This design comes from an exercise in tuning for small area and a short achievable clock period on the open sky130 flow, not from production work. The RTL was checked by simulation tests, not by an equivalence proof against the original design. Power is estimated from default activity; no workload was simulated.

### flow/constraint.sdc
create_clock -name core_clock -period 26.0 [get_ports {clk}]
set_input_delay 5.2000 -clock core_clock [delete_from_list [all_inputs] [get_ports {clk}]]
set_output_delay 5.2000 -clock core_clock [all_outputs]
set_load 0.01 [all_outputs]
### flow/run.sh
#!/bin/bash
# synth_recipe.tcl (not shown) runs the flow's synth.tcl, then flattens the netlist and writes it again
# the make line also repeats each setting of config.mk as NAME=value (left out here)
make -C /OpenROAD-flow-scripts/flow DESIGN_CONFIG=/design/flow/config.mk WORK_HOME=/design/flow/orfs CLKGATE_MAP_FILE= SYNTH_SCRIPT=/design/flow/synth_recipe.tcl finish
### flow/config.mk
export PLATFORM = sky130hd
export DESIGN_NAME = median
export DESIGN_NICKNAME = median
export VERILOG_FILES = /design/flow/design.v
export SDC_FILE = /design/flow/constraint.sdc
export NUM_CORES = 4
export LEC_CHECK = 0
export CAP_MARGIN = 20
export CORE_MARGIN = 2
export CORE_UTILIZATION = 40
export SLEW_MARGIN = 20
### flow/design.v
module sort3
#(
    parameter DATA_WIDTH = 8
)(
    input  [DATA_WIDTH-1:0] v0,
    input  [DATA_WIDTH-1:0] v1,
    input  [DATA_WIDTH-1:0] v2,
    output [DATA_WIDTH-1:0] lo,
    output [DATA_WIDTH-1:0] mid,
    output [DATA_WIDTH-1:0] hi
);
    wire c01; lt8 u_c01 (.a(v1), .b(v0), .y(c01));
    wire c02; lt8 u_c02 (.a(v2), .b(v0), .y(c02));
    wire c12; lt8 u_c12 (.a(v2), .b(v1), .y(c12));
    assign lo  = ({DATA_WIDTH{~c01 & ~c02}} & v0) |
                 ({DATA_WIDTH{ c01 & ~c12}} & v1) |
                 ({DATA_WIDTH{ c02 &  c12}} & v2);
    assign mid = ({DATA_WIDTH{c01 ^ c02}}   & v0) |
                 ({DATA_WIDTH{c01 ~^ c12}}  & v1) |
                 ({DATA_WIDTH{c02 ^ c12}}   & v2);
    assign hi  = ({DATA_WIDTH{ c01 &  c02}} & v0) |
                 ({DATA_WIDTH{~c01 &  c12}} & v1) |
                 ({DATA_WIDTH{~c02 & ~c12}} & v2);
endmodule
module lt8
#(
    parameter DATA_WIDTH = 8
)(
    input  [DATA_WIDTH-1:0] a,
    input  [DATA_WIDTH-1:0] b,
    output y
);
    wire [DATA_WIDTH:0] c;
    assign c[0] = 1'b0;
    genvar i;
    generate
        for (i = 0; i < DATA_WIDTH; i = i + 1) begin : bit_lt
            assign c[i+1] = (~a[i] & b[i]) | (~a[i] & c[i]) | (b[i] & c[i]);
        end
    endgenerate
    assign y = c[DATA_WIDTH];
endmodule
module dff_3_pipe
#(
    parameter DATA_WIDTH = 8
)(
    input clk,
    input rst_n,
    input [DATA_WIDTH-1:0] d,
    output reg [DATA_WIDTH-1:0] q
);
    always @(posedge clk or negedge rst_n) begin
        if (~rst_n)
            q <= {DATA_WIDTH{1'b0}};
        else
            q <= d;
    end
endmodule
module common_network
#(
    parameter DATA_WIDTH = 8
)(
    input  [DATA_WIDTH-1:0] p1,
    input  [DATA_WIDTH-1:0] p2,
    input  [DATA_WIDTH-1:0] p3,
    input  [DATA_WIDTH-1:0] q1,
    input  [DATA_WIDTH-1:0] q2,
    input  [DATA_WIDTH-1:0] q3,
    output [DATA_WIDTH-1:0] s1,
    output [DATA_WIDTH-1:0] s2,
    output [DATA_WIDTH-1:0] s3,
    output [DATA_WIDTH-1:0] s4
);
    wire l_sw, h_sw, m_sw;
    lt8 #(.DATA_WIDTH(DATA_WIDTH)) u_l_sw (.a(p1), .b(q1), .y(l_sw));
    lt8 #(.DATA_WIDTH(DATA_WIDTH)) u_h_sw (.a(q3), .b(p3), .y(h_sw));
    lt8 #(.DATA_WIDTH(DATA_WIDTH)) u_m_sw (.a(q2), .b(p2), .y(m_sw));
    wire [DATA_WIDTH-1:0] l  = l_sw ? q1 : p1;
    wire [DATA_WIDTH-1:0] h  = h_sw ? q3 : p3;
    wire [DATA_WIDTH-1:0] ml = m_sw ? q2 : p2;
    wire [DATA_WIDTH-1:0] mh = m_sw ? p2 : q2;
    wire lm, hm, hl;
    lt8 #(.DATA_WIDTH(DATA_WIDTH)) u_lm (.a(ml), .b(l),  .y(lm));    
    lt8 #(.DATA_WIDTH(DATA_WIDTH)) u_hm (.a(h),  .b(mh), .y(hm));    
    lt8 #(.DATA_WIDTH(DATA_WIDTH)) u_hl (.a(h),  .b(l),  .y(hl));    
    wire sw = hl & lm & hm;
    assign s1 = lm ? ml : l;
    assign s4 = hm ? mh : h;
    assign s2 = sw ? h : (lm ? l : ml);
    assign s3 = sw ? l : (hm ? h : mh);
endmodule
module pixel_network
#(
    parameter DATA_WIDTH = 8
)(
    input  [DATA_WIDTH-1:0] s1,
    input  [DATA_WIDTH-1:0] s2,
    input  [DATA_WIDTH-1:0] s3,
    input  [DATA_WIDTH-1:0] s4,
    input  [DATA_WIDTH-1:0] x,
    input  [DATA_WIDTH-1:0] y,
    input  [DATA_WIDTH-1:0] z,
    output [DATA_WIDTH-1:0] median
);
    wire z1; lt8 u_z1 (.a(z), .b(s1), .y(z1));
    wire y2; lt8 u_y2 (.a(y), .b(s2), .y(y2));
    wire z2; lt8 u_z2 (.a(z), .b(s2), .y(z2));
    wire x3; lt8 u_x3 (.a(x), .b(s3), .y(x3));
    wire y3; lt8 u_y3 (.a(y), .b(s3), .y(y3));
    wire x4; lt8 u_x4 (.a(x), .b(s4), .y(x4));
    wire sel_s1 = z1;
    wire sel_s2 = ~z1 &  y2 & ~z2;
    wire sel_z  = ~z1 &  y2 &  z2;
    wire sel_s3 = ~y2 &  x3 & ~y3;
    wire sel_y  = ~y2 &  x3 &  y3;
    wire sel_s4 = ~x3 & ~x4;
    wire sel_x  = ~x3 &  x4;
    assign median = ({DATA_WIDTH{sel_s1}} & s1) |
                    ({DATA_WIDTH{sel_s2}} & s2) |
                    ({DATA_WIDTH{sel_s3}} & s3) |
                    ({DATA_WIDTH{sel_s4}} & s4) |
                    ({DATA_WIDTH{sel_x }} & x ) |
                    ({DATA_WIDTH{sel_y }} & y ) |
                    ({DATA_WIDTH{sel_z }} & z );
endmodule
module pixel_network_raw
#(
    parameter DATA_WIDTH = 8
)(
    input  [DATA_WIDTH-1:0] s1,
    input  [DATA_WIDTH-1:0] s2,
    input  [DATA_WIDTH-1:0] s3,
    input  [DATA_WIDTH-1:0] s4,
    input  [DATA_WIDTH-1:0] v0,
    input  [DATA_WIDTH-1:0] v1,
    input  [DATA_WIDTH-1:0] v2,
    output [DATA_WIDTH-1:0] median
);
    wire c01; lt8 u_c01 (.a(v1), .b(v0), .y(c01));
    wire c02; lt8 u_c02 (.a(v2), .b(v0), .y(c02));
    wire c12; lt8 u_c12 (.a(v2), .b(v1), .y(c12));
    wire r0_lo = ~c01 & ~c02;
    wire r1_lo =  c01 & ~c12;
    wire r2_lo =  c02 &  c12;
    wire r0_hi =  c01 &  c02;
    wire r1_hi = ~c01 &  c12;
    wire r2_hi = ~c02 & ~c12;
    wire r0_md = ~r0_lo & ~r0_hi;
    wire r1_md = ~r1_lo & ~r1_hi;
    wire r2_md = ~r2_lo & ~r2_hi;
    wire [2:0] b1; lt8 u_b1_0 (.a(v0), .b(s1), .y(b1[0])); lt8 u_b1_1 (.a(v1), .b(s1), .y(b1[1])); lt8 u_b1_2 (.a(v2), .b(s1), .y(b1[2]));
    wire [2:0] b2; lt8 u_b2_0 (.a(v0), .b(s2), .y(b2[0])); lt8 u_b2_1 (.a(v1), .b(s2), .y(b2[1])); lt8 u_b2_2 (.a(v2), .b(s2), .y(b2[2]));
    wire [2:0] b3; lt8 u_b3_0 (.a(v0), .b(s3), .y(b3[0])); lt8 u_b3_1 (.a(v1), .b(s3), .y(b3[1])); lt8 u_b3_2 (.a(v2), .b(s3), .y(b3[2]));
    wire [2:0] b4; lt8 u_b4_0 (.a(v0), .b(s4), .y(b4[0])); lt8 u_b4_1 (.a(v1), .b(s4), .y(b4[1])); lt8 u_b4_2 (.a(v2), .b(s4), .y(b4[2]));
    wire z1 = &b1;
    wire y2 = (b2[0] & b2[1]) | (b2[0] & b2[2]) | (b2[1] & b2[2]);
    wire z2 = &b2;
    wire x3 = |b3;
    wire y3 = (b3[0] & b3[1]) | (b3[0] & b3[2]) | (b3[1] & b3[2]);
    wire x4 = |b4;
    wire sel_s1 = z1;
    wire sel_s2 = ~z1 &  y2 & ~z2;
    wire sel_z  = ~z1 &  y2 &  z2;
    wire sel_s3 = ~y2 &  x3 & ~y3;
    wire sel_y  = ~y2 &  x3 &  y3;
    wire sel_s4 = ~x3 & ~x4;
    wire sel_x  = ~x3 &  x4;
    wire e0 = (sel_x & r0_lo) | (sel_y & r0_md) | (sel_z & r0_hi);
    wire e1 = (sel_x & r1_lo) | (sel_y & r1_md) | (sel_z & r1_hi);
    wire e2 = (sel_x & r2_lo) | (sel_y & r2_md) | (sel_z & r2_hi);
    assign median = ({DATA_WIDTH{e0    }} & v0) |
                    ({DATA_WIDTH{e1    }} & v1) |
                    ({DATA_WIDTH{e2    }} & v2) |
                    ({DATA_WIDTH{sel_s1}} & s1) |
                    ({DATA_WIDTH{sel_s2}} & s2) |
                    ({DATA_WIDTH{sel_s3}} & s3) |
                    ({DATA_WIDTH{sel_s4}} & s4);
endmodule
module state_machine
(
    input clk,
    input rst_n,
    output [9:0] raddr_a,
    output [9:0] raddr_b,
    output [9:0] raddr_c,
    output [9:0] waddr
);
    reg [3:0] cc_lo;    
    reg [2:0] cc_hi;    
    reg [1:0] lc;       
    reg [5:0] rc_hi;    
    reg [5:0] wa_hi;    
    reg       valid;
    wire wrap = &cc_lo;                  
    wire eol  = wrap & cc_hi[2];         
    always @(posedge clk or negedge rst_n) begin
        if (~rst_n) begin
            cc_lo <= 4'd0;
            cc_hi <= 3'd0;
            lc    <= 2'd0;
            rc_hi <= 6'd0;
            wa_hi <= 6'd0;
            valid <= 1'b0;
        end else begin
            valid <= 1'b1;
            cc_lo <= cc_lo + 1'b1;
            if (wrap) begin
                cc_hi <= eol ? 3'd0 : cc_hi + 1'b1;
                rc_hi <= rc_hi + ((eol & ~lc[1]) ? 6'b111100 : 6'b000001);
            end
            if (eol)
                lc <= {lc[0], ~lc[1] & ~lc[0]};
            if (valid & (cc_lo == 4'd0))
                wa_hi <= wa_hi + 1'b1;
        end
    end
    assign raddr_c = {rc_hi, cc_lo};
    assign raddr_a = {rc_hi + ((lc[1] | lc[0]) ? 6'd5 : 6'd0), cc_lo};
    assign raddr_b = {rc_hi + (lc[1] ? 6'd5 : 6'd0), cc_lo};
    assign waddr   = {wa_hi, valid ? cc_lo - 1'b1 : 4'd0};
endmodule
module median
(
    input clk,
    input rst_n,
    input [31:0] word0,
    input [31:0] word1,
    input [31:0] word2,
    output [7:0] pixel1,
    output [7:0] pixel2,
    output [7:0] pixel3,
    output [7:0] pixel4,
    output [9:0] raddr_a,
    output [9:0] raddr_b,
    output [9:0] raddr_c,
    output [9:0] waddr
);
    state_machine window_control (
        .clk(clk), .rst_n(rst_n),
        .raddr_a(raddr_a), .raddr_b(raddr_b), .raddr_c(raddr_c),
        .waddr(waddr)
    );
    wire [7:0] a_lo, a_md, a_hi, b_lo, b_md, b_hi;
    wire [7:0] c_lo, c_md, c_hi, d_lo, d_md, d_hi;
    sort3 sort_a (.v0(word0[31:24]), .v1(word1[31:24]), .v2(word2[31:24]), .lo(a_lo), .mid(a_md), .hi(a_hi));
    sort3 sort_b (.v0(word0[23:16]), .v1(word1[23:16]), .v2(word2[23:16]), .lo(b_lo), .mid(b_md), .hi(b_hi));
    sort3 sort_c (.v0(word0[15:8]),  .v1(word1[15:8]),  .v2(word2[15:8]),  .lo(c_lo), .mid(c_md), .hi(c_hi));
    sort3 sort_d (.v0(word0[7:0]),   .v1(word1[7:0]),   .v2(word2[7:0]),   .lo(d_lo), .mid(d_md), .hi(d_hi));
    wire [7:0] x1, x2, x3, x4, y1, y2, y3, y4;
    common_network pair_ab (.p1(a_lo), .p2(a_md), .p3(a_hi), .q1(b_lo), .q2(b_md), .q3(b_hi),
                            .s1(x1), .s2(x2), .s3(x3), .s4(x4));
    common_network pair_cd (.p1(c_lo), .p2(c_md), .p3(c_hi), .q1(d_lo), .q2(d_md), .q3(d_hi),
                            .s1(y1), .s2(y2), .s3(y3), .s4(y4));
    wire [23:0] d_reg;
    wire [31:0] y_reg;
    dff_3_pipe #(.DATA_WIDTH(24)) store_d (.clk(clk), .rst_n(rst_n), .d({d_hi, d_md, d_lo}), .q(d_reg));
    dff_3_pipe #(.DATA_WIDTH(32)) store_y (.clk(clk), .rst_n(rst_n), .d({y4, y3, y2, y1}), .q(y_reg));
    wire [7:0] p1, p2, p3;
    pixel_network med_p1 (.s1(x1), .s2(x2), .s3(x3), .s4(x4), .x(d_reg[7:0]), .y(d_reg[15:8]), .z(d_reg[23:16]), .median(p1));
    pixel_network med_p2 (.s1(x1), .s2(x2), .s3(x3), .s4(x4), .x(c_lo), .y(c_md), .z(c_hi), .median(p2));
    pixel_network med_p3 (.s1(y1), .s2(y2), .s3(y3), .s4(y4), .x(b_lo), .y(b_md), .z(b_hi), .median(p3));
    dff_3_pipe #(.DATA_WIDTH(24)) out_pipe (.clk(clk), .rst_n(rst_n), .d({p1, p2, p3}), .q({pixel1, pixel2, pixel3}));
    pixel_network_raw med_p4 (.s1(y_reg[7:0]), .s2(y_reg[15:8]), .s3(y_reg[23:16]), .s4(y_reg[31:24]),
        .v0(word0[31:24]), .v1(word1[31:24]), .v2(word2[31:24]), .median(pixel4));
endmodule
==> results.ini <==
[clock_tree]
cts_sinks=102
cts_made_buffers=9
cts-root-buf=clkbuf_16
postCtsResizedCells=0
clk_path_buf_depth=2
post_cts_buffers=0
cts.reportedPaths.clkPinSlew_ns=0.09
cts_hold_buffers=0
htree_levels=3
insertion_delay_ns=0.39
tritoncts=built

[floorplanning]
ios=170
die_h_um=202
row_count=72
design.core.area_mm2=0.0386
dieArea_mm2=0.0408
die-width_um=202
initial_utilization=0.406

[sta]
finalHoldViolations=0
worstMarginPinSlew_ns=1.25
finClkSkew_ns=0.0165
relSlewSlack=0.165
fin_tns_setup_ns=0
finalWorstSetupSlack_ns=9.85
setup_viol=0
hold-worst-slack_ns=0.498
rsz0062_at_grt=false
slew_violations=0
timing.final.crit_share=0.621
clock.fmax_mhz=61.9
post-route-min-period_ns=16.15

[placement]
io_buffer_count=169
pre_cts_slack_ns=9.92
place.gp.congestion=1.03
hpwl_um=60600

[critical_path]
r2r-start=store_d.q[0]$_DFF_PN0_
critPathMaxFanout=22
startpoint=word2[24]
reg2reg_depth=10
startpoint_type=primary input
required_ns=26.27
path_depth=40
crit_end=out_pipe.q[11]$_DFF_PN0_
cp-end-kind=register
worst-setup-path-type=in2reg
crit_path_top_delay_cell=a222oi_1
arrival_ns=16.41
crit_family=compound AO/OA/AOI/OAI gates
slowest_delay_ns=1.03
cp_common_cell=a21oi_1
critPathBufInv=6
reg2reg_slack_ns=22.94
reg2reg_to=out_pipe.q[18]$_DFF_PN0_

[synth]
netlist-cell-type-count=106
synth_most_common_cell=nand2_1
yosys-top-cells-area=dfrtp_1, mux2i_1, maj3_1
syn_area_mm2=0.0157
synth-edff-count=0
yosysTopAreaCellShare=0.163
ys_seq_area_frac=0.163
syn_avg_cell_area_um2=7.45
ys_ff_latch=102
yosysTopAreaCell=dfrtp_1
synth_commonest_cells=nand2_1, a21oi_1, nor2_1
syn-num-nets=2225
yosys_most_used_dff=dfrtp_1
async_flop_share=1.00
ys_warn_count=3
synthCells=2106

[run_status]
status=timing/DRC/antenna clean

[finish]
area_growth_pct=15.7
drive_gt1_frac=0.0773
final_nets=2341
fillCellCount=3921
utilization=0.470

[job]
maxCapViolCount=0

[power]
total_power_w=0.00240
p_leak_nw=7.39
powerDensity_mw_per_mm2=132
ir_drop_mv=0.0471

[route]
dr.first_iter.drc_count=2394
drt_first_pass_iters=8
drcViolationCount=0
wl_um=75300
vias_per_cell=6.84
postRouteAntennaNets=0
vias=18800
wire_per_inst_um=27.4

[global_route]
grt_pass1_wl_um=112000
antenna_found_initial=2
grt_max_degree=68
grt.total_usage=0.358
overflow=0
grt_pass1_vias=17600

[worst_hold_path]
hold_path.class=reg2reg

## cells by family (layout without fill, tap and decap cells)
group | after synthesis | in the layout | synth area share
buf+inv | 253 | 373 | 0.0695
simple gates | 654 | 654 | 0.198
mux | 142 | 142 | 0.0939
compound gates | 806 | 806 | 0.377
other cells | 1 | 2 | 0.000239
xor+xnor | 29 | 29 | 0.0186
fa+ha+maj | 119 | 119 | 0.0801
flops | 102 | 102 | 0.163
## worst min-delay path by stage
stage,slack [ns],cells after the start,startpoint,endpoint
after floorplan,0.45,2,window_control.cc_hi[1]$_DFFE_PN0P_,window_control.cc_hi[1]$_DFFE_PN0P_
after global placement,0.47,2,window_control.cc_hi[1]$_DFFE_PN0P_,window_control.cc_hi[1]$_DFFE_PN0P_
after detailed placement,0.49,1,window_control.wa_hi[5]$_DFFE_PN0P_,window_control.wa_hi[5]$_DFFE_PN0P_
after CTS,0.50,1,window_control.wa_hi[5]$_DFFE_PN0P_,window_control.wa_hi[5]$_DFFE_PN0P_
after global routing,0.53,1,window_control.wa_hi[5]$_DFFE_PN0P_,window_control.wa_hi[5]$_DFFE_PN0P_
final,0.50,1,window_control.wa_hi[5]$_DFFE_PN0P_,window_control.wa_hi[5]$_DFFE_PN0P_
## cell type report
cell class	instances	area [µm²]	area share
diodes	1	2.50	0.000138
clock buffers	9	225	0.0124
clock inverters	6	80.1	0.00441
inverters	144	541	0.0298
multi-input cells	1751	12100	0.666
flip-flops and latches	102	2550	0.141
well taps	518	648	0.0357
repair buffers	214	2020	0.111
## cells in the final DEF, fill, tap and decap left out, types with 14 or more instances in the layout
cell type        instances
a211o_1                 14
a211oi_1                22
a21o_1                  19
a21oi_1                141
a221o_1                 42
a221oi_1                25
a222oi_1                51
a22oi_1                 57
a31oi_1                 23
and2_1                  29
and3_1                  19
buf_4                   44
clkdlybuf4s50_1        168
dfrtp_1                102
ha_1                    21
inv_1                  138
maj3_1                  87
mux2_2                  33
mux2i_1                103
nand2_1                226
nand2b_1                34
nand3_1                 52
nor2_1                 139
nor2b_1                 36
nor3_1                  47
o211ai_1                30
o21a_1                  18
o21ai_0                112
o21ai_1                 19
o221ai_1                21
o22ai_1                 54
o31ai_1                 15
## metal layers
metal / routed length [µm] / GRT usage
met1: 31000 / 0.464
met2: 34000 / 0.584
met4: 4090 / 0.179
met3: 6210 / 0.0474
met5: 18 / 0
## registers in the layout, indices dropped and copies added (netlist names), 2 cells and up
signal	count
window_control.rc_hi	6
window_control.lc	2
window_control.cc_hi	3
window_control.wa_hi	6
store_d.q	24
store_y.q	32
out_pipe.q	24
window_control.cc_lo	4
## power by group
part	leakage (nW)	internal [W]	total (W)	switching [W]
combinational	6.02	0.000730	0.00198	0.00125
sequential	1.23	0.000218	0.000276	0.0000583
clock	0.145	0.0000758	0.000145	0.0000693
total	7.39	0.00102	0.00240	0.00138
## through the flow
step	instances	instance area, µm²
detailed placement	2727	17800
CTS	2742	18100
global placement	2727	17800
floorplan	2106	15700
global route	2745	18200
finish	2745	18200

re-timing with driven ports:
The flow's constraints put no driver on any port. The routed layout listed below was extracted and timed again, unchanged, in two steps.
Step 1 assumes that a clkbuf_16 drives the clock port and a buf_2 every other input.
Step 2 times the ports against the registers' clock, not the clock port: input delays grow and output delays shrink by t, the midpoint of the rising clock arrivals with the driver on.
a / b / c = ideal / step 1 / step 2; a / b = the first two.
t, ns: 0.428
slack for setup (ns): 9.854 / 9.880 / 9.451
worst setup path after step 2: input to register
After both steps setup and hold are still met in this run. For this run, drivers alone change the setup slack by +0.026 ns; drivers and shift together by -0.403 ns.
